Background: an optimization exercise with open tools, aiming at small area and a short achievable clock period. Do not read the settings as production practice. The RTL was checked by simulation tests, not by an equivalence proof against the original design. The flow treats the clock pin as an ideal source, which a real chip does not have. Power figures rest on the tool's default switching activity, not on a simulated workload.

[flow/flow/run.sh]
#!/bin/bash
# The standard ORFS layout (the standard.sh), with these changes made through
# ORFS's own hooks and variables:
#  - synthesis is the standard synthesis with an area-oriented ABC mapping
#    script (synth_abc.tcl, abc_map.script)
#  - the port buffers are buf_1 cells; the output ones become buf_2 after global
#    placement (post_gp.tcl)
#  - clock tree synthesis without dummy loads, from clkbuf_8 cells in larger clusters
#  - repair_timing after CTS and after global routing aims at a setup slack of
#    FLOW_FLOW_MARGIN ns (margin.tcl)
set -euo pipefail
here=$(pwd)
export FLOW_STD_SYNTH="$here/synth_recipe.tcl"
export FLOW_ABC_SCRIPT="$here/flow/abc_map.script"
export FLOW_FLOW_MARGIN=10.1
export BUFFER_PORTS_ARGS="-buffer_cell sky130_fd_sc_hd__buf_1"
export CTS_ARGS="-sink_clustering_enable -repair_clock_nets -dont_use_dummy_load -buf_list sky130_fd_sc_hd__clkbuf_8 -root_buf sky130_fd_sc_hd__clkbuf_16 -sink_clustering_size 16 -sink_clustering_max_diameter 60"
export PRE_CTS_TCL="$here/flow/margin.tcl"
export PRE_GLOBAL_ROUTE_TCL="$here/flow/margin.tcl"
bash standard.sh SYNTH_SCRIPT="$here/flow/synth_abc.tcl" finish > standard_flow.log 2>&1
[flow/flow/abc_map.script]
strash
dch
amap -Q 0.1
topo
[flow/flow/margin.tcl]
# Have this step's repair_timing aim at a setup slack of FLOW_FLOW_MARGIN ns
# instead of the configured margin, so that the paths that set the achieved
# period get sized and buffered as critical paths.
set ::env(SETUP_SLACK_MARGIN) $::env(FLOW_FLOW_MARGIN)
[flow/flow/synth_abc.tcl]
# The standard synthesis (synth_recipe.tcl, sourced below), with one change:
# ABC maps the logic with flow/abc_map.script (an area-oriented mapping: strash; dch; amap)
# instead of ORFS's abc_speed.script. Flip-flops are mapped before ABC runs, so
# the registers, their names and cell types are those of the standard synthesis.
proc abc {args} {
  set i [lsearch -exact $args -script]
  if {$i >= 0} {
    lset args [expr {$i + 1}] $::env(FLOW_ABC_SCRIPT)
  }
  yosys abc {*}$args
}
source $::env(FLOW_STD_SYNTH)
[flow/standard.sh]
#!/bin/bash
# synth_recipe.tcl (not shown) runs the flow's synth.tcl, then flattens the netlist and writes it again
# the make line also repeats each setting of config.mk as NAME=value (left out here)
make -C /OpenROAD-flow-scripts/flow DESIGN_CONFIG=/design/flow/config.mk WORK_HOME=/design/flow/orfs CLKGATE_MAP_FILE= SYNTH_SCRIPT=/design/flow/synth_recipe.tcl "${@:-finish}"
[flow/config.mk]
export PLATFORM = sky130hd
export DESIGN_NAME = axi_stream_insert_header
export DESIGN_NICKNAME = axi_stream_insert_header
export VERILOG_FILES = /design/flow/design.v
export SDC_FILE = /design/flow/constraint.sdc
export NUM_CORES = 4
export LEC_CHECK = 0
export CAP_MARGIN = 20
export CORE_MARGIN = 2
export CORE_UTILIZATION = 50
export SETUP_SLACK_MARGIN = 1.0
export SLEW_MARGIN = 20
[flow/constraint.sdc]
create_clock -name core_clock -period 14.0 [get_ports {clk}]
set_input_delay 2.8000 -clock core_clock [delete_from_list [all_inputs] [get_ports {clk}]]
set_output_delay 2.8000 -clock core_clock [all_outputs]
set_load 0.01 [all_outputs]
[flow/design.v]
module axi_stream_insert_header #(
    parameter DATA_WD = 128,
    parameter DATA_BYTE_WD = DATA_WD / 8
) (
    input clk,
    input rst_n,
    input valid_in,
    input [DATA_WD-1 : 0] data_in,
    input [DATA_BYTE_WD-1 : 0] keep_in,
    input last_in,
    output reg ready_in,
    output reg valid_out,
    output reg [DATA_WD-1 : 0] data_out,
    output reg [DATA_BYTE_WD-1 : 0] keep_out,
    output reg last_out,
    input ready_out,
    input valid_insert,
    input [DATA_WD-1 : 0] header_insert,
    input [DATA_BYTE_WD-1 : 0] keep_insert,
    output reg ready_insert
);
function integer clog2;
input integer n;
begin
    for (clog2 = 0; n > 0; clog2 = clog2 + 1)
        n = n >> 1;
end
endfunction
localparam BW = DATA_BYTE_WD;
localparam ZW = clog2(BW - 1);
function hz_ge;
    input [BW-1:0] keep;
    input integer k;
begin
    if (k <= 0)
        hz_ge = 1'b1;
    else if (k >= BW)
        hz_ge = 1'b0;
    else
        hz_ge = ~keep[BW-k];
end
endfunction
function [ZW-1:0] therm_zeros;
    input [BW-1:0] keep;
    integer i, m;
    reg acc;
begin
    for (i = 0; i < ZW; i = i + 1) begin
        acc = 1'b0;
        for (m = (1 << i); m < BW; m = m + (2 << i))
            acc = acc | (hz_ge(keep, m) & ~hz_ge(keep, m + (1 << i)));
        therm_zeros[i] = acc;
    end
end
endfunction
reg [DATA_WD-1:0] prev;         
reg [ZW-1:0] hz;                
reg pend;                       
reg rin;                        
wire start = ~rin & ~valid_out & ready_out & valid_insert & valid_in;
wire [2*DATA_WD-1:0] win0 = {prev, data_in};
wire [2*DATA_WD-1:0] win1 = hz[3] ? {win0[2*DATA_WD-1-64:0], 64'b0} : win0;
wire [2*DATA_WD-1:0] win2 = hz[2] ? {win1[2*DATA_WD-1-32:0], 32'b0} : win1;
wire [2*DATA_WD-1:0] win3 = hz[1] ? {win2[2*DATA_WD-1-16:0], 16'b0} : win2;
wire [2*DATA_WD-1:0] win4 = hz[0] ? {win3[2*DATA_WD-1-8:0], 8'b0} : win3;
wire [BW-1:0] kin = {1'b1, keep_in[BW-2:0]};
function fz_ge;
    input [BW-1:0] keep;
    input integer m;
begin
    if (m <= 0)
        fz_ge = 1'b1;
    else if (m >= BW)
        fz_ge = 1'b0;
    else
        fz_ge = ~keep[m-1];
end
endfunction
function [ZW-1:0] fz_of;
    input [BW-1:0] keep;
    integer i, m;
    reg acc;
begin
    for (i = 0; i < ZW; i = i + 1) begin
        acc = 1'b0;
        for (m = (1 << i); m < BW; m = m + (2 << i))
            acc = acc | (fz_ge(keep, m) & ~fz_ge(keep, m + (1 << i)));
        fz_of[i] = acc;
    end
end
endfunction
reg [ZW-1:0] fzd;               
wire [ZW-1:0] tz = hz + fzd;    
wire [2*BW-1:0] kw0 = {{BW{1'b1}}, kin};
wire [2*BW-1:0] kw1 = hz[3] ? {kw0[2*BW-1-8:0], 8'b0} : kw0;
wire [2*BW-1:0] kw2 = hz[2] ? {kw1[2*BW-1-4:0], 4'b0} : kw1;
wire [2*BW-1:0] kw3 = hz[1] ? {kw2[2*BW-1-2:0], 2'b0} : kw2;
wire [2*BW-1:0] kw4 = hz[0] ? {kw3[2*BW-1-1:0], 1'b0} : kw3;
wire [BW-1:0] keep_cur = kw4[2*BW-1:BW];
wire spill = kw4[BW-1];
always @(posedge clk or negedge rst_n) begin
    if (~rst_n) begin
        ready_in <= 1'b0;
        rin <= 1'b0;
        ready_insert <= 1'b0;
        valid_out <= 1'b0;
        pend <= 1'b0;
    end
    else begin
        ready_in <= start | (ready_in & ~last_in);
        rin <= start | (rin & ~last_in);
        ready_insert <= start;
        valid_out <= rin | pend;
        pend <= rin & last_in & spill;
    end
end
always @(posedge clk) begin
    if (~rin & ~valid_out)
        hz <= therm_zeros(keep_insert);
    prev <= rin ? data_in : header_insert;
    data_out <= win4[2*DATA_WD-1:DATA_WD];
    fzd <= fz_of(keep_in);
    keep_out <= pend ? ({BW{1'b1}} << tz) : keep_cur;
    last_out <= pend | (rin & last_in & ~spill);
end
endmodule
==> impl_metrics.csv, run 1 <==
group,metric,value,unit
floorplan,core,24200,sq um
worst_setup_path,max_stage_delay,0.40,ns
sta,period_share,0.277,
floorplan,rows,57,
floorplan,die_w,160,microns
clock_tree,cts.reportedPaths.clkPinSlew,0.08,ns
worst_setup_path,cp.depth,1,
final_layout,fin_util,0.614,
worst_setup_path,reg2reg_from,"hz[2]$_DFFE_PN_",
worst_setup_path,cp.required,11.20,ns
logic_synthesis,synth_area_leaders,"dfxtp_1 45%, o22ai_1 16%, o22a_1 15%, a22o_1 9.7%, a221oi_1 1.9%",
global_route,grt_use_total,0.311,
placement,dp_cells,1942,
logic_synthesis,ys_async_sr_fraction,0.0175,
global_route,grt_first_pass_wirelength,64800,microns
routing,final_antenna_net_count,0,
worst_setup_path,cp-startpoint,"data_out[28]$_DFF_P_",
clock_tree,clock_sinks,285,
sta,skew,0.0381,ns
worst_setup_path,r2r_slack,10.89,ns
sta,setup_slack,10.12,ns
worst_setup_path,arrival,1.08,ns
placement,gp_congestion,0.889,
global_route,antenna_found_initial,12,
final_layout,fillerInstances,2213,
global_route,grt_pass1_vias,12000,
floorplan,die_h,160,microns
sta,relSlewSlack,0.294,
power_and_ir_drop,p_leak,5.37,nW
worst_setup_path,crit_fanout,1,
final_layout,layout.cells.non_filler,1977,
clock_tree,clkLatencyLatePin,0.52,ns
routing,drt_iter0_markers,1020,
final_layout,regArea,5780,sq um
worst_setup_path,crit_end,"data_out[28]",
final_layout,multiInputGateArea,6350,sq um
routing,wirelength,42200,microns
worst_setup_path,cp_num_buf_inv,1,
routing,vias,12800,
logic_synthesis,yosysMostFrequentCell,"o22ai_1",
clock_tree,cts_buffers,26,
logic_synthesis,syn_area_per_cell,10.5,sq um
sta,tightest_slew,1.06,ns
worst_setup_path,path_class,"reg -> out",
placement,portBuffers,438,
global_route,gr-total-overflow,0,
floorplan,io_pins,442,
worst_setup_path,end_kind,"output pin",
final_layout,layout-area-overhead-vs-synth,21.3,%
sta,maxSlewViolCount,0,
worst_setup_path,critPathSlowestCell,"dfxtp_1",
routing,avgRoutedWirePerCell,21.4,microns
floorplan,die_area,25700,sq um
sta,fmax,258,MHz
final_layout,finalNetCount,1944,
logic_synthesis,ys_seq_elements,285,
power_and_ir_drop,pwr_density_cell,154,nW/um^2
sta,fin_crit,3.88,ns
min_path,hold_path_class,"reg -> reg",
sta,rsz0062_at_grt,"no",
routing,avgViaCountPerCell,6.46,
global_route,grt_start_max_net_pins,195,
logic_synthesis,synth_cell_types,36,
floorplan,start_util,0.506,
final_layout,fin_area,14800,sq um
logic_synthesis,syn_area,12200,sq um
placement,place_ws,9.89,ns
logic_synthesis,synth_edf_count,4,
worst_setup_path,startpoint_type,"flip-flop",
worst_setup_path,r2r.worst_path.cells,7,
logic_synthesis,syn_nets,1465,
logic_synthesis,seq_area_frac_synth,0.472,
placement,placed_area,14400,sq um
logic_synthesis,ys_warn_count,1,
placement,dp_hpwl,29300,microns
sta,fin_setup_tns,0,ns
outcome,outcome,"complete, no violations",
routing,firstDrtPassIters,5,
logic_synthesis,synth.top_cell.area_share,0.451,
power_and_ir_drop,ir_drop,0.000120,V
worst_setup_path,crit_family,"flip-flops",
logic_synthesis,synthCells,1167,
logic_synthesis,yosysTopAreaCell,"dfxtp_1",
logic_synthesis,synthFlopType,"dfxtp_1",
run,max_cap_violations,0,
logic_synthesis,synthTopCellsByCount,"306 x o22ai_1, 276 x dfxtp_1, 211 x o22a_1",
worst_setup_path,rr_endpoint,"data_out[2]$_DFF_P_",
sta,setup_viol,0,
sta,finalHoldViolations,0,
worst_setup_path,timing.critical_path.cells,"buf_1",
final_layout,drive_gt1_frac,0.0316,
routing,drc_errors,0,
clock_tree,cts_tree,"yes",
[layout by cell type (no fill, tap or decap), types with 10 or more instances in the layout]
cell / Yosys / final
o2bb2ai_1: 19 / 19
nor2_1: 29 / 29
a22oi_1: 16 / 16
a2bb2oi_1: 15 / 15
clkbuf_8: 0 / 23
buf_1: 0 / 434
o22a_1: 211 / 211
buf_4: 1 / 12
nand2_1: 10 / 10
o21ai_0: 13 / 13
a22o_1: 136 / 136
o22ai_1: 306 / 306
a221oi_1: 26 / 26
clkinv_1: 28 / 23
a21oi_1: 20 / 20
dfxtp_1: 276 / 274
[timing repair]
item,CTS,global route
endpoints found under the setup margin,3,3
hold buffers,0,0
buffers inserted,0,0
resized for setup,3,3
[state kept, by name, indices dropped and copies added (netlist names)]
signal        count
ready_in          1
fzd               4
last_out          1
ready_insert      1
pend              1
valid_out         1
data_out        128
prev            128
keep_out         15
hz                4
rin               1
[worst min path at each step]
| stage | from | to | slack (ns) | cells past startpoint |
|---|---|---|---|---|
| floorplan | ready_in$_DFF_PN0_ | ready_in$_DFF_PN0_ | 0.51 | 2 |
| global placement | ready_in$_DFF_PN0_ | ready_in$_DFF_PN0_ | 0.47 | 2 |
| detailed placement | ready_in$_DFF_PN0_ | ready_in$_DFF_PN0_ | 0.48 | 2 |
| CTS | ready_in$_DFF_PN0_ | ready_in$_DFF_PN0_ | 0.50 | 2 |
| global route | ready_in$_DFF_PN0_ | ready_in$_DFF_PN0_ | 0.51 | 2 |
| finish | ready_in$_DFF_PN0_ | ready_in$_DFF_PN0_ | 0.49 | 2 |
[layer usage]
layer / track usage / share of wire / vias to the layer above / wire [microns]
li1: - / - / 6131 / -
met1: 0.393 / 0.41 / 5999 / 17300
met2: 0.513 / 0.47 / 529 / 19600
met3: 0.0775 / 0.086 / 103 / 3650
met4: 0.120 / 0.036 / 12 / 1530
met5: 0 / 0.0020 / - / 85
[stage by stage]
stage	hold WS (ns)	power, mW
floorplan	0.508	1.58
global placement	0.475	1.83
detailed placement	0.476	1.83
CTS	0.498	2.28
global route	0.513	2.40
finish	0.489	2.28
[cell families after synthesis]
| family | synth area share |
|---|---|
| adder cells (fa/ha/maj) | 0.00470 |
| buffers and inverters | 0.00920 |
| other | 0.000306 |
| flip-flops | 0.472 |
| AND/OR/NAND/NOR | 0.0162 |
| AO/OA/AOI/OAI | 0.498 |
[where the power goes]
group	switching [mW]	leakage, nW	internal [mW]
Clock	0.266	0.202	0.186
Combinational	0.470	2.74	0.332
Sequential	0.0611	2.43	0.967
[layout make-up]
cell class              instances  share of cell area
diodes                          9             0.00152
clock buffers                  26              0.0264
inverters                      28             0.00826
multi-input cells             853               0.428
flip-flops and latches        285               0.389
well taps                     324              0.0273
repair buffers                452               0.119
==> run 2, diff against run 1 <==
==> flow/flow/abc_map.script (replaced) <==
strash
dch
amap
topo
--- a/flow/config.mk
+++ b/flow/config.mk
@@ -7,6 +7,6 @@
 export LEC_CHECK = 0
 export CAP_MARGIN = 20
 export CORE_MARGIN = 2
-export CORE_UTILIZATION = 50
+export CORE_UTILIZATION = 60
 export SETUP_SLACK_MARGIN = 1.0
 export SLEW_MARGIN = 20
==> impl_metrics.csv, run 2 <==
group,metric,value,unit
global_route,grt_first_pass_wirelength,63400,microns
logic_synthesis,ys_warn_count,1,
clock_tree,cts_buffers,24,
power_and_ir_drop,p_leak,5.45,nW
power_and_ir_drop,pwr_density_cell,151,nW/um^2
sta,fin_crit,3.87,ns
routing,avgRoutedWirePerCell,20.3,microns
floorplan,io_pins,442,
routing,final_antenna_net_count,0,
logic_synthesis,syn_area,12400,sq um
worst_setup_path,startpoint_type,"flip-flop",
clock_tree,clock_sinks,285,
final_layout,fin_area,14900,sq um
routing,wirelength,41900,microns
final_layout,finalNetCount,2091,
routing,vias,13500,
global_route,grt_start_max_net_pins,196,
sta,fin_setup_tns,0,ns
worst_setup_path,crit_family,"flip-flops",
clock_tree,cts_setup_buffers,0,
routing,avgViaCountPerCell,6.53,
sta,setup_slack,10.13,ns
logic_synthesis,yosysTopAreaCell,"dfxtp_1",
run,max_cap_violations,0,
sta,skew,0.0477,ns
routing,drc_errors,0,
floorplan,die_area,21900,sq um
sta,maxSlewViolCount,0,
min_path,hold_path_class,"reg -> reg",
routing,firstDrtPassIters,7,
placement,gp_congestion,0.906,
final_layout,multiInputGateArea,6350,sq um
global_route,gr-total-overflow,0,
worst_setup_path,r2r.worst_path.cells,7,
worst_setup_path,end_kind,"output pin",
sta,finalHoldViolations,0,
placement,dp_cells,2037,
clock_tree,cts.reportedPaths.clkPinSlew,0.10,ns
power_and_ir_drop,fin_total_pwr,2.26,mW
sta,relSlewSlack,0.259,
clock_tree,ctsHoldBuffers,0,
final_layout,regArea,5770,sq um
sta,rsz0062_at_grt,"yes",
final_layout,drive_gt1_frac,0.0290,
sta,period_share,0.277,
sta,setup_viol,0,
floorplan,die_h,148,microns
logic_synthesis,synth_area_leaders,"dfxtp_1 45%, o22ai_1 14%, o22a_1 14%, a22o_1 5.6%, o21ai_0 2.8%",
worst_setup_path,critPathSlowestCell,"dfrtp_1",
logic_synthesis,ys_seq_elements,285,
final_layout,layout.cells.non_filler,2065,
floorplan,core,20300,sq um
final_layout,final_common_cell,"buf_1",
logic_synthesis,synthTopCellsByCount,"286 x o22ai_1, 276 x dfxtp_1, 204 x o22a_1",
final_layout,top_regs,"data_out x128, prev x128, keep_out x15",
clock_tree,cts_tree,"yes",
logic_synthesis,synth.top_cell.area_share,0.445,
worst_setup_path,rr_endpoint,"data_out[45]$_DFF_P_",
global_route,grt_use_total,0.356,
floorplan,die_w,148,microns
outcome,outcome,"complete, no violations",
worst_setup_path,reg2reg_from,"hz[3]$_DFFE_PN_",
placement,portBuffers,438,
logic_synthesis,ys_async_sr_fraction,0.0175,
logic_synthesis,synthFlopType,"dfxtp_1",
clock_tree,clkLatencyLatePin,0.51,ns
global_route,antenna_found_initial,4,
placement,dp_hpwl,28500,microns
worst_setup_path,timing.critical_path.cells,"clkbuf_2",
sta,tightest_slew,1.11,ns
worst_setup_path,path_class,"reg -> out",
sta,fmax,258,MHz
power_and_ir_drop,ir_drop,0.000121,V
worst_setup_path,max_stage_delay,0.42,ns
final_layout,fillerInstances,1654,
worst_setup_path,crit_fanout,2,
floorplan,rows,52,
global_route,grt_pass1_vias,12300,
final_layout,final_cell_mix,"429 x buf_1, 286 x o22ai_1, 276 x dfxtp_1, 204 x o22a_1, 88 x nor2_1",
placement,placed_area,14500,sq um
worst_setup_path,cp_num_buf_inv,1,
routing,drt_iter0_markers,1009,
logic_synthesis,synth_cell_types,32,
min_path,holdPathStages,2,
logic_synthesis,syn_nets,1615,
final_layout,layout-area-overhead-vs-synth,20.1,%
logic_synthesis,yosysMostFrequentCell,"o22ai_1",
min_path,hold_end,"ready_in$_DFF_PN0_",
worst_setup_path,cp.required,11.20,ns
logic_synthesis,seq_area_frac_synth,0.465,
min_path,holdCritStartpoint,"ready_in$_DFF_PN0_",
floorplan,start_util,0.611,
worst_setup_path,arrival,1.07,ns
logic_synthesis,synth_edf_count,4,
logic_synthesis,syn_area_per_cell,9.42,sq um
logic_synthesis,synthCells,1317,
worst_setup_path,r2r_slack,10.45,ns
placement,place_ws,9.96,ns
run 2: changes by cell type after synthesis, sizes merged, moves of 9 or more:
cell     change
o21bai       -9
nor2        +59
o2bb2ai     -19
nand2       +58
a21oi       +34
o21ai       +56
o32ai       +15
a22o        -56
o22ai       -20
a2bb2oi     -15
clkinv      +47
run 2: layout make-up:
class                   count  share of cell area
clock buffers              24              0.0244
diodes                      4            0.000672
multi-input cells         956               0.426
inverters                  75              0.0199
flip-flops and latches    285               0.388
repair buffers            451               0.118
well taps                 270              0.0227
run 2: logic make-up after synthesis:
logic type,count (synthesis),synth area share
AND/OR/NAND/NOR,174,0.0547
buffers and inverters,76,0.0233
AO/OA/AOI/OAI,777,0.452
adder cells (fa/ha/maj),4,0.00464
flip-flops,285,0.465
other,1,0.000302
run 2: power breakdown:
group | switching (mW) | internal (mW)
Sequential | 0.0665 | 0.966
Clock | 0.258 | 0.174
Combinational | 0.474 | 0.318
run 2: metal layers:
metal  routed length [microns]  global-route usage  up-vias
met4                      1620               0.137        2
met1                     17000               0.461     6284
met3                      3770              0.0719      108
li1                          -                   -     6408
met5                        13                   0        -
met2                     19500               0.590      677
run 2: worst max path at each step:
stage | startpoint | end | slack, ns | cells after the start
after floorplan | hz[3]$_DFFE_PN_ | last_out$_DFF_P_ | 4.60 | 7
after global placement | keep_in[12] | keep_out[3]$_DFF_P_ | 9.94 | 6
after detailed placement | keep_in[9] | keep_out[0]$_DFF_P_ | 9.96 | 6
after CTS | valid_out$_DFF_PN0_ | valid_out | 10.11 | 1
after global routing | valid_out$_DFF_PN0_ | valid_out | 10.10 | 1
final | valid_out$_DFF_PN0_ | valid_out | 10.13 | 1
run 2: per-stage QoR:
step / hold slack, ns / utilization
after global placement: 0.465 / 0.715
after global routing: 0.561 / 0.734
after detailed placement: 0.487 / 0.715
final: 0.513 / 0.734
after floorplan: 0.508 / -
after CTS: 0.514 / 0.733
run 2: tightest hold or removal path, delay by kind of cell (launching register included):
kind | cells | cell delay [ns]
flip-flops | 1 | 0.37
AND/OR/NAND/NOR | 2 | 0.11
run 2: repair_timing:
action | 4_1_cts | 5_1_grt
resized for setup | 4 | 5
setup endpoints to repair | 4 | 5
hold endpoints to repair | 0 | 0
==> run 3, diff against run 2 <==
--- a/flow/flow/run.sh
+++ b/flow/flow/run.sh
@@ -12,7 +12,7 @@
 here=$(pwd)
 export FLOW_STD_SYNTH="$here/synth_recipe.tcl"
 export FLOW_ABC_SCRIPT="$here/flow/abc_map.script"
-export FLOW_FLOW_MARGIN=10.1
+export FLOW_FLOW_MARGIN=10.2
 export BUFFER_PORTS_ARGS="-buffer_cell sky130_fd_sc_hd__buf_1"
 export CTS_ARGS="-sink_clustering_enable -repair_clock_nets -dont_use_dummy_load -buf_list sky130_fd_sc_hd__clkbuf_8 -root_buf sky130_fd_sc_hd__clkbuf_16 -sink_clustering_size 16 -sink_clustering_max_diameter 60"
 export PRE_CTS_TCL="$here/flow/margin.tcl"
==> flow/flow/abc_map.script (replaced) <==
strash
dch
amap -Q 0.1
topo
--- a/flow/config.mk
+++ b/flow/config.mk
@@ -7,6 +7,6 @@
 export LEC_CHECK = 0
 export CAP_MARGIN = 20
 export CORE_MARGIN = 2
-export CORE_UTILIZATION = 60
+export CORE_UTILIZATION = 50
 export SETUP_SLACK_MARGIN = 1.0
 export SLEW_MARGIN = 20
==> impl_metrics.csv, run 3 <==
group,metric,value,unit
final_layout,regArea,5850,sq um
min_path,hold_path_class,"reg -> reg",
logic_synthesis,syn_area_per_cell,10.5,sq um
logic_synthesis,synthAdderAreaFrac,0.00470,
logic_synthesis,yosysMostFrequentCell,"o22ai_1",
logic_synthesis,synth.top_cell.area_share,0.451,
worst_setup_path,r2r_slack,10.90,ns
placement,portBuffers,438,
clock_tree,cts_buffers,26,
final_layout,final_common_cell,"buf_1",
routing,wirelength,42400,microns
clock_tree,clock_sinks,285,
routing,avgRoutedWirePerCell,21.4,microns
worst_setup_path,cp.depth,1,
worst_setup_path,crit_family,"flip-flops",
power_and_ir_drop,pwr_density_cell,154,nW/um^2
power_and_ir_drop,pwr-share-seq,0.441,
worst_setup_path,end_kind,"output pin",
final_layout,fin_util,0.636,
placement,dp_hpwl,29300,microns
power_and_ir_drop,p_int,1.56,mW
power_and_ir_drop,ir_drop,0.000120,V
sta,fin_setup_tns,0,ns
worst_setup_path,crit_fanout,2,
final_layout,fillerInstances,2124,
clock_tree,clkLatencyLatePin,0.52,ns
logic_synthesis,synth_top_family_by_area,"compound AO/OA/AOI/OAI gates",
power_and_ir_drop,power_frac_clock,0.191,
worst_setup_path,timing.critical_path.cells,"clkbuf_2",
power_and_ir_drop,power_frac_comb,0.368,
worst_setup_path,cp.required,11.20,ns
worst_setup_path,max_stage_delay,0.41,ns
final_layout,drive_gt1_frac,0.137,
run,max_cap_violations,0,
global_route,grt_start_max_net_pins,195,
sta,fin_hold_ws,0.490,ns
routing,firstDrtPassIters,7,
sta,setup_viol,0,
sta,period_share,0.275,
final_layout,final_cell_mix,"312 x buf_1, 306 x o22ai_1, 222 x dfxtp_1, 211 x o22a_1, 136 x a22o_1",
sta,fmax,260,MHz
worst_setup_path,startpoint_type,"flip-flop",
sta,tightest_slew,1.05,ns
final_layout,finalNetCount,1944,
sta,relSlewSlack,0.298,
placement,placed_area,14400,sq um
sta,rsz0062_at_grt,"yes",
floorplan,die_h,160,microns
logic_synthesis,seq_area_frac_synth,0.472,
sta,fin_crit,3.85,ns
logic_synthesis,yosys.area_share.simple,0.0162,
logic_synthesis,syn_area,12200,sq um
final_layout,top_regs,"data_out x128, prev x128, keep_out x15",
global_route,grt_use_total,0.312,
final_layout,multiInputGateArea,6350,sq um
routing,drc_errors,0,
sta,skew,0.0404,ns
logic_synthesis,ys_async_sr_fraction,0.0175,
worst_setup_path,r2r.worst_path.cells,7,
logic_synthesis,synth_area_leaders,"dfxtp_1 45%, o22ai_1 16%, o22a_1 15%, a22o_1 9.7%, a221oi_1 1.9%",
clock_tree,ctsHoldBuffers,0,
worst_setup_path,critPathSlowestCell,"dfrtp_1",
outcome,outcome,"complete, no violations",
logic_synthesis,synthCells,1167,
final_layout,fin_area,15400,sq um
worst_setup_path,cp_num_buf_inv,1,
power_and_ir_drop,p_leak,5.83,nW
worst_setup_path,reg2reg_from,"hz[2]$_DFFE_PN_",
global_route,grt_util_met1,0.395,
global_route,antenna_found_initial,12,
logic_synthesis,synthFlopType,"dfxtp_1",
worst_setup_path,arrival,1.05,ns
global_route,grt_pass1_vias,12000,
clock_tree,cts.reportedPaths.clkPinSlew,0.09,ns
floorplan,io_pins,442,
routing,vias,12800,
power_and_ir_drop,switching_share,0.340,
placement,gp_congestion,0.889,
logic_synthesis,synthXorXnorAreaFrac,0,
routing,final_antenna_net_count,0,
logic_synthesis,synthMuxAreaShare,0,
sta,finalHoldViolations,0,
floorplan,core,24200,sq um
global_route,gr-total-overflow,0,
floorplan,start_util,0.506,
floorplan,die_w,160,microns
worst_setup_path,cp-startpoint,"valid_out$_DFF_PN0_",
logic_synthesis,synth_edf_count,4,
logic_synthesis,synth_compound_area_frac,0.498,
logic_synthesis,synth_cell_types,36,
logic_synthesis,yosysTopAreaCell,"dfxtp_1",
logic_synthesis,ys_warn_count,1,
worst_setup_path,rr_endpoint,"data_out[2]$_DFF_P_",
logic_synthesis,syn_nets,1465,
routing,drt_iter0_markers,1005,
worst_setup_path,path_class,"reg -> out",
clock_tree,cts_tree,"yes",
global_route,grt_first_pass_wirelength,65000,microns
logic_synthesis,ys_seq_elements,285,
floorplan,rows,57,
global_route,met2_usage,0.517,
final_layout,layout-area-overhead-vs-synth,25.7,%
global_route,grt_util_met3,0.0754,
worst_setup_path,crit_end,"valid_out",
sta,maxSlewViolCount,0,
global_route,grt_most_used_layer,"met2",
routing,avgViaCountPerCell,6.47,
floorplan,die_area,25700,sq um
power_and_ir_drop,p_sw,805,uW
clock_tree,cts_setup_buffers,0,
logic_synthesis,synthTopCellsByCount,"306 x o22ai_1, 276 x dfxtp_1, 211 x o22a_1",
==> run 3: stage by stage <==
stage          instances  power (mW)  setup slack, ns
2_1_floorplan       1167        1.58             4.59
3_5_place_dp        1942        1.83             9.89
3_3_place_gp        1942        1.83             9.93
4_1_cts             1968        2.32            10.13
6_report            1977        2.36            10.15
5_1_grt             1970        2.49            10.12
==> run 3: how the worst min path moves through the flow <==
| stage | startpoint | endpoint | slack, ns | cells after the start |
|---|---|---|---|---|
| final | ready_in$_DFF_PN0_ | ready_in$_DFF_PN0_ | 0.49 | 2 |
| after global routing | ready_in$_DFF_PN0_ | ready_in$_DFF_PN0_ | 0.51 | 2 |
| after CTS | ready_in$_DFF_PN0_ | ready_in$_DFF_PN0_ | 0.50 | 2 |
| after detailed placement | ready_in$_DFF_PN0_ | ready_in$_DFF_PN0_ | 0.48 | 2 |
| after global placement | ready_in$_DFF_PN0_ | ready_in$_DFF_PN0_ | 0.47 | 2 |
| after floorplan | ready_in$_DFF_PN0_ | ready_in$_DFF_PN0_ | 0.51 | 2 |
==> run 3: cell type report <==
| type | count | share of cell area |
|---|---|---|
| Tap cell | 324 | 0.0263 |
| Clock buffer | 26 | 0.0255 |
| Sequential cell | 285 | 0.380 |
| Multi-Input combinational cell | 853 | 0.413 |
| Antenna cell | 9 | 0.00146 |
| Inverter | 28 | 0.00797 |
| Timing Repair Buffer | 452 | 0.145 |
==> run 3: worst min-delay path: stages (launching register included) <==
cell	delay, ns
dfrtp_1	0.35
nand2_1	0.05
nand2_1	0.05
==> run 3: timing repair <==
| action | CTS | global route |
|---|---|---|
| setup endpoints to repair | 102 | 81 |
| gates cloned | 0 | 0 |
| resized for setup | 153 | 98 |
==> run 3: kinds of logic after synthesis <==
kind of cell,Yosys count
adders and majority gates,4
buffers and inverters,29
other,1
and+or+nand+nor,48
DFF,285
AOI/OAI and AO/OA,800
==> run 3: power by group through the flow <==
stage                     sequential [mW]  clock (mW)  combinational [mW]
after CTS                            1.03       0.462               0.829
final                                1.04       0.452               0.869
after global placement               1.04           0               0.786
after floorplan                      1.12           0               0.456
after global routing                 1.06       0.493               0.938
after detailed placement             1.04           0               0.789
==> run 3: routing by layer <==
layer	wire length, microns	vias up
met4	1370	12
met3	3600	97
met2	19900	549
li1	-	6128
met1	17400	5998
met5	85	-
==> run 4, diff against run 3 <==
--- a/flow/flow/run.sh
+++ b/flow/flow/run.sh
@@ -12,7 +12,7 @@
 here=$(pwd)
 export FLOW_STD_SYNTH="$here/synth_recipe.tcl"
 export FLOW_ABC_SCRIPT="$here/flow/abc_map.script"
-export FLOW_FLOW_MARGIN=10.2
+export FLOW_FLOW_MARGIN=10.5
 export BUFFER_PORTS_ARGS="-buffer_cell sky130_fd_sc_hd__buf_1"
 export CTS_ARGS="-sink_clustering_enable -repair_clock_nets -dont_use_dummy_load -buf_list sky130_fd_sc_hd__clkbuf_8 -root_buf sky130_fd_sc_hd__clkbuf_16 -sink_clustering_size 16 -sink_clustering_max_diameter 60"
 export PRE_CTS_TCL="$here/flow/margin.tcl"
==> impl_metrics.csv, run 4 <==
group,metric,value,unit
placement,placed_area,14400,sq um
global_route,grt_pass1_vias,12100,
logic_synthesis,synth_cell_types,36,
logic_synthesis,synth.top_cell.area_share,0.451,
logic_synthesis,yosysMostFrequentCell,"o22ai_1",
sta,tightest_slew,1.08,ns
sta,finalHoldViolations,0,
clock_tree,cts.reportedPaths.clkPinSlew,0.10,ns
final_layout,fin_util,0.659,
global_route,gr-total-overflow,0,
outcome,outcome,"complete, no violations",
logic_synthesis,synth_edf_count,4,
clock_tree,cts_buffers,26,
placement,portBuffers,438,
worst_setup_path,crit_fanout,2,
final_layout,drive_gt1_frac,0.193,
sta,fin_crit,3.86,ns
routing,vias,12800,
final_layout,fin_area,15900,sq um
run,max_cap_violations,0,
logic_synthesis,synthFlopType,"dfxtp_1",
clock_tree,clkLatencyLatePin,0.52,ns
sta,rsz0062_at_grt,"yes",
sta,fmax,259,MHz
global_route,grt_first_pass_wirelength,65800,microns
logic_synthesis,ys_seq_elements,285,
global_route,grt_use_total,0.315,
logic_synthesis,synthCells,1167,
logic_synthesis,syn_nets,1465,
worst_setup_path,max_stage_delay,0.41,ns
routing,avgRoutedWirePerCell,21.6,microns
worst_setup_path,reg2reg_from,"hz[2]$_DFFE_PN_",
logic_synthesis,seq_area_frac_synth,0.472,
logic_synthesis,syn_area_per_cell,10.5,sq um
worst_setup_path,startpoint_type,"flip-flop",
routing,avgViaCountPerCell,6.46,
routing,wirelength,42800,microns
placement,gp_congestion,0.889,
routing,drc_errors,0,
routing,drt_iter0_markers,854,
logic_synthesis,ys_async_sr_fraction,0.0175,
final_layout,fillerInstances,2055,
logic_synthesis,synthTopCellsByCount,"306 x o22ai_1, 276 x dfxtp_1, 211 x o22a_1",
final_layout,final_common_cell,"o22ai_1",
clock_tree,cts_tree,"yes",
min_path,holdCritStartpoint,"ready_in$_DFF_PN0_",
power_and_ir_drop,pwr_density_cell,153,nW/um^2
clock_tree,cts_setup_buffers,0,
floorplan,rows,57,
routing,firstDrtPassIters,5,
logic_synthesis,synth_area_leaders,"dfxtp_1 45%, o22ai_1 16%, o22a_1 15%, a22o_1 9.7%, a221oi_1 1.9%",
floorplan,die_area,25700,sq um
logic_synthesis,ys_warn_count,1,
worst_setup_path,timing.critical_path.cells,"clkbuf_2",
global_route,antenna_found_initial,13,
final_layout,top_regs,"data_out x128, prev x128, keep_out x15",
min_path,hold_path_class,"reg -> reg",
final_layout,layout-area-overhead-vs-synth,30.1,%
logic_synthesis,syn_area,12200,sq um
floorplan,start_util,0.506,
worst_setup_path,path_class,"reg -> out",
final_layout,finalNetCount,1944,
global_route,grt_start_max_net_pins,195,
placement,dp_hpwl,29300,microns
sta,fin_hold_ws,0.497,ns
power_and_ir_drop,p_leak,6.05,nW
sta,skew,0.0421,ns
final_layout,final_cell_mix,"300 x o22ai_1, 287 x buf_1, 211 x o22a_1, 169 x dfxtp_1, 136 x a22o_1",
clock_tree,ctsHoldBuffers,0,
worst_setup_path,arrival,1.06,ns
worst_setup_path,cp-startpoint,"valid_out$_DFF_PN0_",
sta,maxSlewViolCount,0,
sta,relSlewSlack,0.281,
power_and_ir_drop,fin_total_pwr,2.44,mW
power_and_ir_drop,ir_drop,0.0000984,V
worst_setup_path,end_kind,"output pin",
floorplan,die_h,160,microns
sta,fin_setup_tns,0,ns
logic_synthesis,yosysTopAreaCell,"dfxtp_1",
floorplan,core,24200,sq um
clock_tree,clock_sinks,285,
sta,setup_viol,0,
routing,final_antenna_net_count,0,
worst_setup_path,cp.required,11.20,ns
worst_setup_path,crit_family,"flip-flops",
floorplan,die_w,160,microns
sta,period_share,0.276,
worst_setup_path,cp_num_buf_inv,1,
worst_setup_path,critPathSlowestCell,"dfrtp_1",
floorplan,io_pins,442,
[run 4: cell counts after synthesis]
No cell type changed its count.
[run 4: layer usage]
metal / vias up / global-route usage / wire (microns)
met4: 12 / 0.120 / 1530
met1: 5998 / 0.397 / 17500
met3: 103 / 0.0767 / 3500
met5: - / 0 / 83
li1: 6126 / - / -
met2: 532 / 0.524 / 20200
[run 4: layout make-up]
type,count,area [sq um],area share
Timing Repair Buffer,452,2630,0.165
Sequential cell,285,5920,0.371
Antenna cell,9,22.5,0.00141
Multi-Input combinational cell,853,6430,0.404
Inverter,28,124,0.00778
Clock buffer,26,392,0.0246
Tap cell,324,405,0.0255
[run 4: path summary, 6_finish.rpt]
path,to,slack (ns),cells past startpoint
hold / removal,ready_in$_DFF_PN0_,0.50,2
setup reg to reg,data_out[2]$_DFF_P_,10.87,7
setup / recovery,valid_out,10.14,1
hold reg to reg,ready_in$_DFF_PN0_,0.50,2
min in group asynchronous,valid_out$_DFF_PN0_,2.12,1
max in group asynchronous,rin$_DFF_PN0_,11.59,1
[run 4: cell families after synthesis]
logic type | Yosys count | synth area share
AND/OR/NAND/NOR | 48 | 0.0162
adder cells (fa/ha/maj) | 4 | 0.00470
other | 1 | 0.000306
buffers and inverters | 29 | 0.00920
flip-flops | 285 | 0.472
AO/OA/AOI/OAI | 800 | 0.498
[run 4: power by group]
part	switching [mW]	internal [mW]
Clock	0.269	0.186
Sequential	0.0765	0.985
Combinational	0.475	0.452
Total	0.821	1.62
[run 4: repair_timing]
item | 4_1_cts | 5_1_grt
setup endpoints to repair | 150 | 157
pin swaps | 2 | 4
resized for setup | 354 | 63
[run 4: per-stage QoR]
step	setup WS (ns)	cells
after floorplan	4.59	1167
after global placement	9.93	1942
after detailed placement	9.89	1942
after CTS	10.13	1968
after global routing	10.11	1971
final	10.14	1977
==> run 5, diff against run 4 <==
--- a/flow/flow/run.sh
+++ b/flow/flow/run.sh
@@ -12,7 +12,7 @@
 here=$(pwd)
 export FLOW_STD_SYNTH="$here/synth_recipe.tcl"
 export FLOW_ABC_SCRIPT="$here/flow/abc_map.script"
-export FLOW_FLOW_MARGIN=10.5
+export FLOW_FLOW_MARGIN=10.0
 export BUFFER_PORTS_ARGS="-buffer_cell sky130_fd_sc_hd__buf_1"
 export CTS_ARGS="-sink_clustering_enable -repair_clock_nets -dont_use_dummy_load -buf_list sky130_fd_sc_hd__clkbuf_8 -root_buf sky130_fd_sc_hd__clkbuf_16 -sink_clustering_size 16 -sink_clustering_max_diameter 60"
 export PRE_CTS_TCL="$here/flow/margin.tcl"
==> impl_metrics.csv, run 5 <==
group,metric,value,unit
outcome,outcome,"complete, no violations",
routing,firstDrtPassIters,6,
clock_tree,cts_resized,0,
worst_setup_path,crit_fanout,1,
logic_synthesis,synth_area_leaders,"dfxtp_1 45%, o22ai_1 16%, o22a_1 15%, a22o_1 9.7%, a221oi_1 1.9%",
global_route,grt_start_max_net_pins,195,
logic_synthesis,synthCells,1167,
worst_setup_path,timing.critical_path.cells,"buf_1",
worst_setup_path,path_class,"reg -> out",
final_layout,final_common_cell,"buf_1",
worst_setup_path,critPathSlowestCell,"dfxtp_1",
placement,dp_cells,1942,
run,max_cap_violations,0,
power_and_ir_drop,ir_drop,0.000120,V
floorplan,core,24200,sq um
routing,final_antenna_net_count,0,
power_and_ir_drop,switching_share,0.349,
global_route,grt_use_total,0.311,
routing,wirelength,42200,microns
final_layout,drive_gt1_frac,0.0280,
floorplan,die_w,160,microns
logic_synthesis,syn_area,12200,sq um
floorplan,rows,57,
logic_synthesis,seq_area_frac_synth,0.472,
floorplan,io_pins,442,
logic_synthesis,ys_async_sr_fraction,0.0175,
sta,fin_crit,3.90,ns
clock_tree,cts.reportedPaths.clkPinSlew,0.10,ns
worst_setup_path,startpoint_type,"flip-flop",
sta,rsz0062_at_grt,"no",
power_and_ir_drop,p_leak,5.36,nW
routing,avgRoutedWirePerCell,21.4,microns
final_layout,regArea,5770,sq um
logic_synthesis,synth.top_cell.area_share,0.451,
worst_setup_path,cp_num_buf_inv,1,
clock_tree,ctsHoldBuffers,0,
power_and_ir_drop,pwr-share-seq,0.451,
sta,tightest_slew,1.05,ns
final_layout,multiInputGateArea,6350,sq um
global_route,antenna_found_initial,12,
worst_setup_path,crit_family,"flip-flops",
global_route,grt_first_pass_wirelength,64800,microns
clock_tree,cts_setup_buffers,0,
floorplan,die_area,25700,sq um
floorplan,die_h,160,microns
logic_synthesis,synthTopCellsByCount,"306 x o22ai_1, 276 x dfxtp_1, 211 x o22a_1",
routing,vias,12800,
power_and_ir_drop,p_sw,796,uW
clock_tree,clock_sinks,285,
final_layout,final_cell_mix,"438 x buf_1, 306 x o22ai_1, 276 x dfxtp_1, 211 x o22a_1, 136 x a22o_1",
placement,portBuffers,438,
logic_synthesis,syn_area_per_cell,10.5,sq um
worst_setup_path,end_kind,"output pin",
sta,fmax,256,MHz
final_layout,fillerInstances,2209,
worst_setup_path,arrival,1.10,ns
floorplan,start_util,0.506,
power_and_ir_drop,pwr_density_cell,154,nW/um^2
worst_setup_path,cp.required,11.20,ns
final_layout,finalNetCount,1944,
global_route,gr-total-overflow,0,
logic_synthesis,synthFlopType,"dfxtp_1",
placement,dp_hpwl,29300,microns
clock_tree,cts_buffers,26,
sta,fin_setup_tns,0,ns
sta,skew,0.0390,ns
routing,drc_errors,0,
logic_synthesis,ys_seq_elements,285,
logic_synthesis,yosysTopAreaCell,"dfxtp_1",
logic_synthesis,syn_nets,1465,
clock_tree,cts_tree,"yes",
logic_synthesis,yosysMostFrequentCell,"o22ai_1",
power_and_ir_drop,power_frac_comb,0.351,
clock_tree,clkLatencyLatePin,0.52,ns
final_layout,layout.cells.non_filler,1977,
power_and_ir_drop,power_frac_clock,0.198,
logic_synthesis,ys_warn_count,1,
sta,period_share,0.279,
final_layout,layout-area-overhead-vs-synth,21.2,%
logic_synthesis,synth_cell_types,36,
final_layout,top_regs,"data_out x128, prev x128, keep_out x15",
power_and_ir_drop,p_int,1.48,mW
logic_synthesis,synth_edf_count,4,
sta,setup_viol,0,
routing,avgViaCountPerCell,6.48,
routing,drt_iter0_markers,997,
sta,finalHoldViolations,0,
global_route,grt_pass1_vias,12000,
min_path,hold_path_class,"reg -> reg",
sta,relSlewSlack,0.298,
worst_setup_path,max_stage_delay,0.33,ns
placement,gp_congestion,0.889,
sta,maxSlewViolCount,0,
## run 5: worst paths after layout
check / start / to / slack [ns] / cells past startpoint
setup / recovery: data_out[103]$_DFF_P_ / data_out[103] / 10.10 / 1
hold / removal: ready_in$_DFF_PN0_ / ready_in$_DFF_PN0_ / 0.49 / 2
setup reg to reg: hz[2]$_DFFE_PN_ / data_out[2]$_DFF_P_ / 10.89 / 7
hold reg to reg: ready_in$_DFF_PN0_ / ready_in$_DFF_PN0_ / 0.49 / 2
max in group asynchronous: rst_n / rin$_DFF_PN0_ / 11.57 / 1
min in group asynchronous: rst_n / valid_out$_DFF_PN0_ / 2.14 / 1
## run 5: power by group through the flow
stage,Sequential [mW],Combinational (mW),Clock (mW)
after global routing,1.04,0.871,0.493
after detailed placement,1.04,0.789,0
after CTS,1.03,0.794,0.462
final,1.03,0.801,0.451
after floorplan,1.12,0.456,0
after global placement,1.04,0.786,0
## run 5: cells by family after synthesis
logic type / synth area share
AO/OA/AOI/OAI: 0.498
adder cells (fa/ha/maj): 0.00470
buffers and inverters: 0.00920
flip-flops: 0.472
other: 0.000306
AND/OR/NAND/NOR: 0.0162
## run 5: metrics by stage
| step | setup WS (ns) | total power, mW | utilization | hold slack, ns | cell area (sq um) |
|---|---|---|---|---|---|
| after global routing | 10.05 | 2.40 | 0.613 | 0.513 | 14800 |
| after CTS | 10.07 | 2.28 | 0.613 | 0.498 | 14800 |
| final | 10.10 | 2.28 | 0.614 | 0.490 | 14800 |
| after detailed placement | 9.89 | 1.83 | 0.596 | 0.476 | 14400 |
| after floorplan | 4.59 | 1.58 | - | 0.508 | 12200 |
| after global placement | 9.93 | 1.83 | 0.596 | 0.475 | 14400 |
## run 5: layer usage
metal	GRT usage	up-vias	share of wire	wire length, microns
li1	-	6126	-	-
met1	0.393	6024	0.41	17300
met2	0.513	547	0.47	19600
met3	0.0775	107	0.087	3670
met4	0.120	12	0.036	1540
met5	0	-	0.0020	85
## run 5: cell type report
cell class | instances | area share
tap | 324 | 0.0273
multi-input combinational | 853 | 0.428
inverter | 28 | 0.00826
clock buffer | 26 | 0.0264
antenna | 9 | 0.00152
timing repair buffer | 452 | 0.119
sequential | 285 | 0.389
==> run 6, diff against run 5 <==
--- a/flow/flow/run.sh
+++ b/flow/flow/run.sh
@@ -12,7 +12,7 @@
 here=$(pwd)
 export FLOW_STD_SYNTH="$here/synth_recipe.tcl"
 export FLOW_ABC_SCRIPT="$here/flow/abc_map.script"
-export FLOW_FLOW_MARGIN=10.0
+export FLOW_FLOW_MARGIN=9.9
 export BUFFER_PORTS_ARGS="-buffer_cell sky130_fd_sc_hd__buf_1"
 export CTS_ARGS="-sink_clustering_enable -repair_clock_nets -dont_use_dummy_load -buf_list sky130_fd_sc_hd__clkbuf_8 -root_buf sky130_fd_sc_hd__clkbuf_16 -sink_clustering_size 16 -sink_clustering_max_diameter 60"
 export PRE_CTS_TCL="$here/flow/margin.tcl"
==> impl_metrics.csv, run 6 <==
group,metric,value,unit
sta,fin_setup_tns,0,ns
sta,fmax,256,MHz
global_route,grt_start_max_net_pins,195,
power_and_ir_drop,pwr_density_cell,154,nW/um^2
routing,avgRoutedWirePerCell,21.4,microns
worst_setup_path,reg2reg_from,"hz[2]$_DFFE_PN_",
logic_synthesis,synthCells,1167,
final_layout,final_common_cell,"buf_1",
floorplan,rows,57,
logic_synthesis,ys_warn_count,1,
clock_tree,clock_sinks,285,
sta,setup_viol,0,
placement,dp_hpwl,29300,microns
sta,period_share,0.279,
sta,relSlewSlack,0.298,
final_layout,finalNetCount,1944,
worst_setup_path,cp.depth,1,
worst_setup_path,cp.required,11.20,ns
logic_synthesis,synth_cell_types,36,
worst_setup_path,cp-startpoint,"data_out[103]$_DFF_P_",
worst_setup_path,crit_end,"data_out[103]",
global_route,grt_first_pass_wirelength,64800,microns
floorplan,die_w,160,microns
routing,wirelength,42200,microns
logic_synthesis,yosysMostFrequentCell,"o22ai_1",
clock_tree,cts_resized,0,
floorplan,die_area,25700,sq um
logic_synthesis,synthTopCellsByCount,"306 x o22ai_1, 276 x dfxtp_1, 211 x o22a_1",
routing,drc_errors,0,
min_path,holdCritStartpoint,"ready_in$_DFF_PN0_",
worst_setup_path,crit_family,"flip-flops",
sta,fin_hold_ws,0.490,ns
clock_tree,ctsHoldBuffers,0,
power_and_ir_drop,p_int,1.48,mW
worst_setup_path,r2r.worst_path.cells,7,
worst_setup_path,path_class,"reg -> out",
logic_synthesis,synth.top_cell.area_share,0.451,
global_route,grt_pass1_vias,12000,
global_route,antenna_found_initial,12,
power_and_ir_drop,ir_drop,0.000120,V
placement,dp_cells,1942,
global_route,gr-total-overflow,0,
power_and_ir_drop,p_sw,796,uW
clock_tree,cts.reportedPaths.clkPinSlew,0.10,ns
power_and_ir_drop,power_frac_comb,0.351,
sta,finalHoldViolations,0,
worst_setup_path,end_kind,"output pin",
final_layout,top_regs,"data_out x128, prev x128, keep_out x15",
power_and_ir_drop,p_leak,5.36,nW
final_layout,fin_util,0.614,
clock_tree,cts_tree,"yes",
logic_synthesis,syn_nets,1465,
routing,vias,12800,
outcome,outcome,"complete, no violations",
routing,firstDrtPassIters,6,
worst_setup_path,arrival,1.10,ns
routing,final_antenna_net_count,0,
clock_tree,cts_setup_buffers,0,
power_and_ir_drop,power_frac_clock,0.198,
sta,tightest_slew,1.05,ns
final_layout,layout.cells.non_filler,1977,
floorplan,die_h,160,microns
power_and_ir_drop,pwr-share-seq,0.451,
final_layout,drive_gt1_frac,0.0280,
logic_synthesis,synth_edf_count,4,
placement,portBuffers,438,
final_layout,fin_area,14800,sq um
power_and_ir_drop,switching_share,0.349,
logic_synthesis,syn_area_per_cell,10.5,sq um
global_route,grt_use_total,0.311,
worst_setup_path,cp_num_buf_inv,1,
worst_setup_path,rr_endpoint,"data_out[2]$_DFF_P_",
floorplan,start_util,0.506,
min_path,holdPathStages,2,
placement,placed_area,14400,sq um
worst_setup_path,max_stage_delay,0.33,ns
placement,gp_congestion,0.889,
run,max_cap_violations,0,
sta,maxSlewViolCount,0,
logic_synthesis,syn_area,12200,sq um
logic_synthesis,ys_seq_elements,285,
logic_synthesis,ys_async_sr_fraction,0.0175,
routing,avgViaCountPerCell,6.48,
logic_synthesis,yosysTopAreaCell,"dfxtp_1",
logic_synthesis,synth_area_leaders,"dfxtp_1 45%, o22ai_1 16%, o22a_1 15%, a22o_1 9.7%, a221oi_1 1.9%",
clock_tree,clkLatencyLatePin,0.52,ns
worst_setup_path,r2r_slack,10.89,ns
final_layout,layout-area-overhead-vs-synth,21.2,%
worst_setup_path,crit_fanout,1,
floorplan,core,24200,sq um
sta,rsz0062_at_grt,"no",
logic_synthesis,synthFlopType,"dfxtp_1",
clock_tree,cts_buffers,26,
worst_setup_path,critPathSlowestCell,"dfxtp_1",
sta,fin_crit,3.90,ns
worst_setup_path,startpoint_type,"flip-flop",
routing,drt_iter0_markers,997,
floorplan,io_pins,442,
worst_setup_path,timing.critical_path.cells,"buf_1",
logic_synthesis,seq_area_frac_synth,0.472,
final_layout,final_cell_mix,"438 x buf_1, 306 x o22ai_1, 276 x dfxtp_1, 211 x o22a_1, 136 x a22o_1",
min_path,hold_path_class,"reg -> reg",
sta,skew,0.0390,ns
[run 6: cell counts after synthesis]
No cell type changed its count.
[run 6: final cells by class]
type                       count  area, sq um
antenna                        9         22.5
clock buffer                  26          392
fill                        2209         9340
inverter                      28          123
multi-input combinational    853         6350
sequential                   285         5770
tap                          324          405
timing repair buffer         452         1770
[run 6: power groups by stage]
stage          registers, mW  logic (mW)  clock network, mW
2_1_floorplan           1.12       0.456                  0
3_3_place_gp            1.04       0.786                  0
3_5_place_dp            1.04       0.789                  0
4_1_cts                 1.03       0.794              0.462
5_1_grt                 1.04       0.871              0.493
6_report                1.03       0.801              0.451
[run 6: routing by layer]
metal  track usage  routed length, microns  vias up
met5             0                      85        -
met4         0.120                    1540       12
met1         0.393                   17300     6024
met3        0.0775                    3670      107
met2         0.513                   19600      547
li1              -                       -     6126
[run 6: kinds of logic after synthesis]
logic type                 share of synthesized area
AOI/OAI and AO/OA                              0.498
and+or+nand+nor                               0.0162
adders and majority gates                    0.00470
buffers and inverters                        0.00920
DFF                                            0.472
other                                       0.000306
[run 6: how the worst min path moves through the flow]
stage | slack [ns] | endpoint
final | 0.49 | ready_in$_DFF_PN0_
after global routing | 0.51 | ready_in$_DFF_PN0_
after CTS | 0.50 | ready_in$_DFF_PN0_
after detailed placement | 0.48 | ready_in$_DFF_PN0_
after global placement | 0.47 | ready_in$_DFF_PN0_
after floorplan | 0.51 | ready_in$_DFF_PN0_
[run 6: through the flow]
step / total power, mW / worst slack [ns]
after floorplan: 1.58 / 4.59
after global placement: 1.83 / 9.93
after detailed placement: 1.83 / 9.89
after CTS: 2.28 / 10.07
after global routing: 2.40 / 10.05
final: 2.28 / 10.10
==> run 7, diff against run 6 <==
--- a/flow/flow/run.sh
+++ b/flow/flow/run.sh
@@ -3,8 +3,7 @@
 # ORFS's own hooks and variables:
 #  - synthesis is the standard synthesis with an area-oriented ABC mapping
 #    script (synth_abc.tcl, abc_map.script)
-#  - the port buffers are buf_1 cells; the output ones become buf_2 after global
-#    placement (post_gp.tcl)
+#  - the port buffers are buf_1 cells
 #  - clock tree synthesis without dummy loads, from clkbuf_8 cells in larger clusters
 #  - repair_timing after CTS and after global routing aims at a setup slack of
 #    FLOW_FLOW_MARGIN ns (margin.tcl)
@@ -12,7 +11,7 @@
 here=$(pwd)
 export FLOW_STD_SYNTH="$here/synth_recipe.tcl"
 export FLOW_ABC_SCRIPT="$here/flow/abc_map.script"
-export FLOW_FLOW_MARGIN=9.9
+export FLOW_FLOW_MARGIN=10.1
 export BUFFER_PORTS_ARGS="-buffer_cell sky130_fd_sc_hd__buf_1"
 export CTS_ARGS="-sink_clustering_enable -repair_clock_nets -dont_use_dummy_load -buf_list sky130_fd_sc_hd__clkbuf_8 -root_buf sky130_fd_sc_hd__clkbuf_16 -sink_clustering_size 16 -sink_clustering_max_diameter 60"
 export PRE_CTS_TCL="$here/flow/margin.tcl"
==> flow/flow/synth_abc.tcl (replaced) <==
# The standard synthesis (synth_recipe.tcl, sourced below), with one change:
# ABC maps the logic with flow/abc_map.script (an area-oriented mapping: strash; dch; amap -Q 0.1)
# instead of ORFS's abc_speed.script. Flip-flops are mapped before ABC runs, so
# the registers, their names and cell types are those of the standard synthesis.
proc abc {args} {
  set i [lsearch -exact $args -script]
  if {$i >= 0} {
    lset args [expr {$i + 1}] $::env(FLOW_ABC_SCRIPT)
  }
  yosys abc {*}$args
}
source $::env(FLOW_STD_SYNTH)
==> impl_metrics.csv, run 7 <==
group,metric,value,unit
min_path,hold_path_class,"reg -> reg",
worst_setup_path,timing.critical_path.cells,"buf_1",
floorplan,rows,57,
power_and_ir_drop,p_leak,5.37,nW
final_layout,finalNetCount,1944,
routing,vias,12800,
final_layout,final_cell_mix,"434 x buf_1, 306 x o22ai_1, 274 x dfxtp_1, 211 x o22a_1, 136 x a22o_1",
logic_synthesis,synthCells,1167,
global_route,grt_first_pass_wirelength,64800,microns
worst_setup_path,crit_fanout,1,
logic_synthesis,seq_area_frac_synth,0.472,
outcome,outcome,"complete, no violations",
logic_synthesis,synth_cell_types,36,
power_and_ir_drop,fin_total_pwr,2.28,mW
routing,drt_iter0_markers,1020,
routing,avgRoutedWirePerCell,21.4,microns
sta,fin_crit,3.88,ns
sta,fin_setup_tns,0,ns
logic_synthesis,synthFlopType,"dfxtp_1",
clock_tree,cts_tree,"yes",
global_route,gr-total-overflow,0,
min_path,holdPathStages,2,
floorplan,die_w,160,microns
routing,avgViaCountPerCell,6.46,
worst_setup_path,arrival,1.08,ns
clock_tree,ctsHoldBuffers,0,
worst_setup_path,critPathSlowestCell,"dfxtp_1",
placement,dp_cells,1942,
final_layout,multiInputGateArea,6350,sq um
sta,skew,0.0381,ns
sta,relSlewSlack,0.294,
global_route,grt_pass1_vias,12000,
logic_synthesis,synth_edf_count,4,
logic_synthesis,syn_area_per_cell,10.5,sq um
logic_synthesis,ys_warn_count,1,
sta,finalHoldViolations,0,
global_route,grt_use_total,0.311,
logic_synthesis,yosysTopAreaCell,"dfxtp_1",
worst_setup_path,path_class,"reg -> out",
final_layout,layout-area-overhead-vs-synth,21.3,%
clock_tree,clock_sinks,285,
logic_synthesis,syn_nets,1465,
logic_synthesis,syn_area,12200,sq um
global_route,grt_most_used_layer,"met2",
floorplan,die_area,25700,sq um
clock_tree,cts.reportedPaths.clkPinSlew,0.08,ns
floorplan,start_util,0.506,
worst_setup_path,end_kind,"output pin",
placement,portBuffers,438,
sta,rsz0062_at_grt,"no",
run,max_cap_violations,0,
final_layout,top_regs,"data_out x128, prev x128, keep_out x15",
worst_setup_path,r2r.worst_path.cells,7,
final_layout,fin_util,0.614,
placement,dp_hpwl,29300,microns
placement,gp_congestion,0.889,
worst_setup_path,cp.required,11.20,ns
clock_tree,cts_setup_buffers,0,
worst_setup_path,max_stage_delay,0.40,ns
routing,firstDrtPassIters,5,
sta,fin_hold_ws,0.489,ns
sta,maxSlewViolCount,0,
global_route,met2_usage,0.513,
logic_synthesis,ys_async_sr_fraction,0.0175,
worst_setup_path,cp_num_buf_inv,1,
sta,tightest_slew,1.06,ns
power_and_ir_drop,ir_drop,0.000120,V
worst_setup_path,crit_family,"flip-flops",
floorplan,io_pins,442,
sta,fmax,258,MHz
final_layout,regArea,5780,sq um
floorplan,die_h,160,microns
final_layout,fillerInstances,2213,
worst_setup_path,startpoint_type,"flip-flop",
routing,drc_errors,0,
logic_synthesis,synth.top_cell.area_share,0.451,
logic_synthesis,yosysMostFrequentCell,"o22ai_1",
final_layout,drive_gt1_frac,0.0316,
logic_synthesis,synthTopCellsByCount,"306 x o22ai_1, 276 x dfxtp_1, 211 x o22a_1",
global_route,grt_start_max_net_pins,195,
routing,wirelength,42200,microns
global_route,grt_util_met1,0.393,
final_layout,layout.cells.non_filler,1977,
floorplan,core,24200,sq um
sta,period_share,0.277,
logic_synthesis,ys_seq_elements,285,
power_and_ir_drop,pwr_density_cell,154,nW/um^2
global_route,grt_util_met3,0.0775,
final_layout,final_common_cell,"buf_1",
clock_tree,clkLatencyLatePin,0.52,ns
clock_tree,cts_buffers,26,
logic_synthesis,synth_area_leaders,"dfxtp_1 45%, o22ai_1 16%, o22a_1 15%, a22o_1 9.7%, a221oi_1 1.9%",
sta,setup_viol,0,
routing,final_antenna_net_count,0,
worst_setup_path,cp.depth,1,
global_route,antenna_found_initial,12,
run 7: cell count changes in the layout (fill, tap and decap cells not counted):
cell,change
dfxtp_2,+2
clkbuf_2,+3
buf_2,+1
buf_1,-4
dfxtp_1,-2
run 7: area by class of cell:
cell class              count  area share
well taps                 324      0.0273
clock buffers              26      0.0264
repair buffers            452       0.119
diodes                      9     0.00152
inverters                  28     0.00826
flip-flops and latches    285       0.389
multi-input cells         853       0.428
run 7: cell families after synthesis:
group,count (synthesis),synth area share
AO/OA/AOI/OAI,800,0.498
adder cells (fa/ha/maj),4,0.00470
buffers and inverters,29,0.00920
flip-flops,285,0.472
other,1,0.000306
AND/OR/NAND/NOR,48,0.0162
run 7: timing repair:
action                                  4_1_cts  5_1_grt
resized for setup                             3        3
endpoints found under the setup margin        3        3
hold endpoints to repair                      0        0
run 7: worst paths after layout:
| path | startpoint | to | slack, ns |
|---|---|---|---|
| setup / recovery | data_out[28]$_DFF_P_ | data_out[28] | 10.12 |
| min in group asynchronous | rst_n | valid_out$_DFF_PN0_ | 2.14 |
| max in group asynchronous | rst_n | rin$_DFF_PN0_ | 11.58 |
| setup reg to reg | hz[2]$_DFFE_PN_ | data_out[2]$_DFF_P_ | 10.89 |
| hold reg to reg | ready_in$_DFF_PN0_ | ready_in$_DFF_PN0_ | 0.49 |
| hold / removal | ready_in$_DFF_PN0_ | ready_in$_DFF_PN0_ | 0.49 |
run 7: through the flow:
stage | instance area, sq um | setup slack, ns
after floorplan | 12200 | 4.59
after global placement | 14400 | 9.93
after detailed placement | 14400 | 9.89
after CTS | 14800 | 10.11
after global routing | 14800 | 10.10
final | 14800 | 10.12
run 7: metal layers:
metal,vias up,part of all wire
met5,-,0.0020
met4,12,0.036
met2,529,0.47
met1,5999,0.41
met3,103,0.086
li1,6131,-
run 7: power breakdown:
part / total [mW] / internal [mW] / leakage, nW / switching (mW)
clock: 0.452 / 0.186 / 0.202 / 0.266
combinational: 0.802 / 0.332 / 2.74 / 0.470
sequential: 1.03 / 0.967 / 2.43 / 0.0611
total: 2.28 / 1.49 / 5.37 / 0.798
==> run 8, diff against run 7 <==
--- a/flow/flow/run.sh
+++ b/flow/flow/run.sh
@@ -11,6 +11,7 @@
 here=$(pwd)
 export FLOW_STD_SYNTH="$here/synth_recipe.tcl"
 export FLOW_ABC_SCRIPT="$here/flow/abc_map.script"
+export FLOW_ABC_DONT_USE="sky130_fd_sc_hd__o22a_1 sky130_fd_sc_hd__o22a_2 sky130_fd_sc_hd__o22a_4 sky130_fd_sc_hd__a22o_1 sky130_fd_sc_hd__a22o_2 sky130_fd_sc_hd__a22o_4"
 export FLOW_FLOW_MARGIN=10.1
 export BUFFER_PORTS_ARGS="-buffer_cell sky130_fd_sc_hd__buf_1"
 export CTS_ARGS="-sink_clustering_enable -repair_clock_nets -dont_use_dummy_load -buf_list sky130_fd_sc_hd__clkbuf_8 -root_buf sky130_fd_sc_hd__clkbuf_16 -sink_clustering_size 16 -sink_clustering_max_diameter 60"
--- a/flow/flow/synth_abc.tcl
+++ b/flow/flow/synth_abc.tcl
@@ -7,6 +7,9 @@
   if {$i >= 0} {
     lset args [expr {$i + 1}] $::env(FLOW_ABC_SCRIPT)
   }
+  foreach cell $::env(FLOW_ABC_DONT_USE) {
+    lappend args -dont_use $cell
+  }
   yosys abc {*}$args
 }
 source $::env(FLOW_STD_SYNTH)
==> impl_metrics.csv, run 8 <==
group,metric,value,unit
placement,dp_hpwl,28500,microns
clock_tree,clock_sinks,285,
logic_synthesis,synth.top_cell.area_share,0.461,
final_layout,layout-area-overhead-vs-synth,21.4,%
clock_tree,cts.reportedPaths.clkPinSlew,0.10,ns
global_route,grt_pass1_vias,12200,
worst_setup_path,reg2reg_from,"hz[3]$_DFFE_PN_",
clock_tree,ctsHoldBuffers,0,
final_layout,final_cell_mix,"608 x o22ai_1, 435 x buf_1, 276 x dfxtp_1, 159 x clkinv_1, 55 x a2bb2oi_1",
global_route,gr-total-overflow,0,
sta,period_share,0.277,
final_layout,final_common_cell,"o22ai_1",
sta,fmax,258,MHz
clock_tree,cts_setup_buffers,0,
logic_synthesis,seq_area_frac_synth,0.482,
routing,drt_iter0_markers,946,
logic_synthesis,ys_seq_elements,285,
final_layout,drive_gt1_frac,0.0263,
floorplan,die_area,25200,sq um
min_path,holdPathStages,2,
routing,firstDrtPassIters,5,
min_path,hold_path_class,"reg -> reg",
logic_synthesis,syn_area,12000,sq um
routing,avgRoutedWirePerCell,19.4,microns
final_layout,fillerInstances,2214,
worst_setup_path,r2r.worst_path.cells,8,
floorplan,start_util,0.510,
logic_synthesis,ys_async_sr_fraction,0.0175,
logic_synthesis,syn_nets,1607,
min_path,hold_end,"ready_in$_DFF_PN0_",
worst_setup_path,r2r_slack,10.44,ns
logic_synthesis,synthFlopType,"dfxtp_1",
floorplan,io_pins,442,
worst_setup_path,end_kind,"output pin",
floorplan,die_w,159,microns
worst_setup_path,critPathSlowestCell,"dfxtp_1",
placement,dp_cells,2078,
logic_synthesis,synth_edf_count,4,
outcome,outcome,"complete, no violations",
logic_synthesis,ys_warn_count,1,
worst_setup_path,cp_num_buf_inv,1,
sta,finalHoldViolations,0,
sta,relSlewSlack,0.266,
worst_setup_path,timing.critical_path.cells,"buf_1",
power_and_ir_drop,ir_drop,0.0000963,V
worst_setup_path,rr_endpoint,"keep_out[3]$_DFF_P_",
worst_setup_path,startpoint_type,"flip-flop",
final_layout,multiInputGateArea,5580,sq um
placement,placed_area,14100,sq um
global_route,grt_first_pass_wirelength,63800,microns
final_layout,finalNetCount,2084,
worst_setup_path,crit_fanout,1,
worst_setup_path,crit_family,"flip-flops",
run,max_cap_violations,0,
clock_tree,cts_tree,"yes",
sta,maxSlewViolCount,0,
final_layout,fin_area,14500,sq um
logic_synthesis,yosysMostFrequentCell,"o22ai_1",
sta,rsz0062_at_grt,"no",
worst_setup_path,cp.required,11.20,ns
logic_synthesis,syn_area_per_cell,9.15,sq um
min_path,holdCritStartpoint,"ready_in$_DFF_PN0_",
clock_tree,clkLatencyLatePin,0.52,ns
sta,setup_viol,0,
worst_setup_path,max_stage_delay,0.32,ns
routing,final_antenna_net_count,0,
routing,vias,13200,
floorplan,rows,56,
placement,portBuffers,438,
final_layout,top_regs,"data_out x128, prev x128, keep_out x15",
worst_setup_path,path_class,"reg -> out",
## run 8: changes by cell type after synthesis, moves of 4 or more
cell,previous run,this run
o22ai_1,306,608
o22a_1,211,0
a22o_1,136,0
clkinv_1,28,164
a2bb2oi_1,15,55
a221oi_1,26,11
o32ai_1,4,15
nor2_1,29,38
o221ai_1,5,13
o32a_1,9,1
o21bai_1,9,2
a21oi_1,20,26
a32o_1,1,7
o21ai_0,13,17
## run 8: layer usage
layer,GRT usage,vias to the layer above,part of all wire
met1,0.396,6028,0.41
met3,0.0643,102,0.081
li1,-,6434,-
met5,0,-,0.00027
met2,0.505,626,0.47
met4,0.123,2,0.039
## run 8: power breakdown
part	internal, mW	switching [mW]	total [mW]	leakage, nW
Clock	0.180	0.260	0.440	0.195
Sequential	0.966	0.0607	1.03	2.43
Combinational	0.279	0.472	0.751	2.20
Total	1.42	0.794	2.22	4.82
## run 8: area by class of cell
| cell class | count | area share |
|---|---|---|
| tap | 319 | 0.0274 |
| clock buffer | 25 | 0.0260 |
| antenna | 7 | 0.00120 |
| multi-input combinational | 859 | 0.384 |
| timing repair buffer | 451 | 0.121 |
| sequential | 285 | 0.397 |
| inverter | 164 | 0.0434 |
## run 8: how the worst max path moves through the flow
stage,startpoint,end,slack [ns],cells past startpoint
3_5_place_dp,keep_in[10],last_out$_DFF_P_,9.87,6
3_3_place_gp,keep_in[10],last_out$_DFF_P_,9.91,6
5_1_grt,data_out[117]$_DFF_P_,data_out[117],10.10,1
4_1_cts,data_out[13]$_DFF_P_,data_out[13],10.11,1
2_1_floorplan,hz[3]$_DFFE_PN_,data_out[102]$_DFF_P_,4.58,5
6_report,data_out[117]$_DFF_P_,data_out[117],10.13,1
## run 8: cell families (layout without fill, tap and decap cells)
group           Yosys count  in the layout  share of synthesized area
simple gates             55             55                     0.0185
flops                   285            285                      0.482
compound gates          799            799                      0.443
other cells               1              8                   0.000313
buf+inv                 165            640                     0.0520
fa+ha+maj                 4              4                    0.00481
## run 8: metrics by stage
stage,worst slack [ns],utilization,power (mW),hold slack (ns)
after global placement,9.91,0.603,1.78,0.459
after global routing,10.10,0.620,2.34,0.523
final,10.13,0.620,2.22,0.482
after floorplan,4.58,-,1.54,0.508
after CTS,10.11,0.619,2.22,0.486
after detailed placement,9.87,0.603,1.78,0.461

==> re-timing with driven ports <==
The results above use ideal ports. As a check the final layouts listed here were re-extracted and re-timed, cells and wires unchanged. Step 1: set_driving_cell puts a clkbuf_16 on clk and a buf_2 on each other input, an assumption about the parent block. Step 2 also shifts input and output timing later by t, the mid clock arrival at the registers, as if the neighbouring blocks saw the same clock. Three values: no drivers, after step 1, after step 2; two values: the first two.
run | t, ns | setup slack, ns
run 1 | 0.548 | 10.121 / 10.071 / 9.849
run 2 | 0.538 | 10.129 / 10.079 / 9.889
run 3 | 0.546 | 10.153 / 10.103 / 9.857
run 4 | 0.547 | 10.140 / 10.091 / 10.018
run 5 | 0.547 | 10.100 / 10.050 / 9.886
run 6 | 0.547 | 10.100 / 10.050 / 9.886
run 7 | 0.548 | 10.121 / 10.071 / 9.849
run 8 | 0.537 | 10.128 / 10.081 / 9.861
After both steps setup and hold are still met in every run listed.
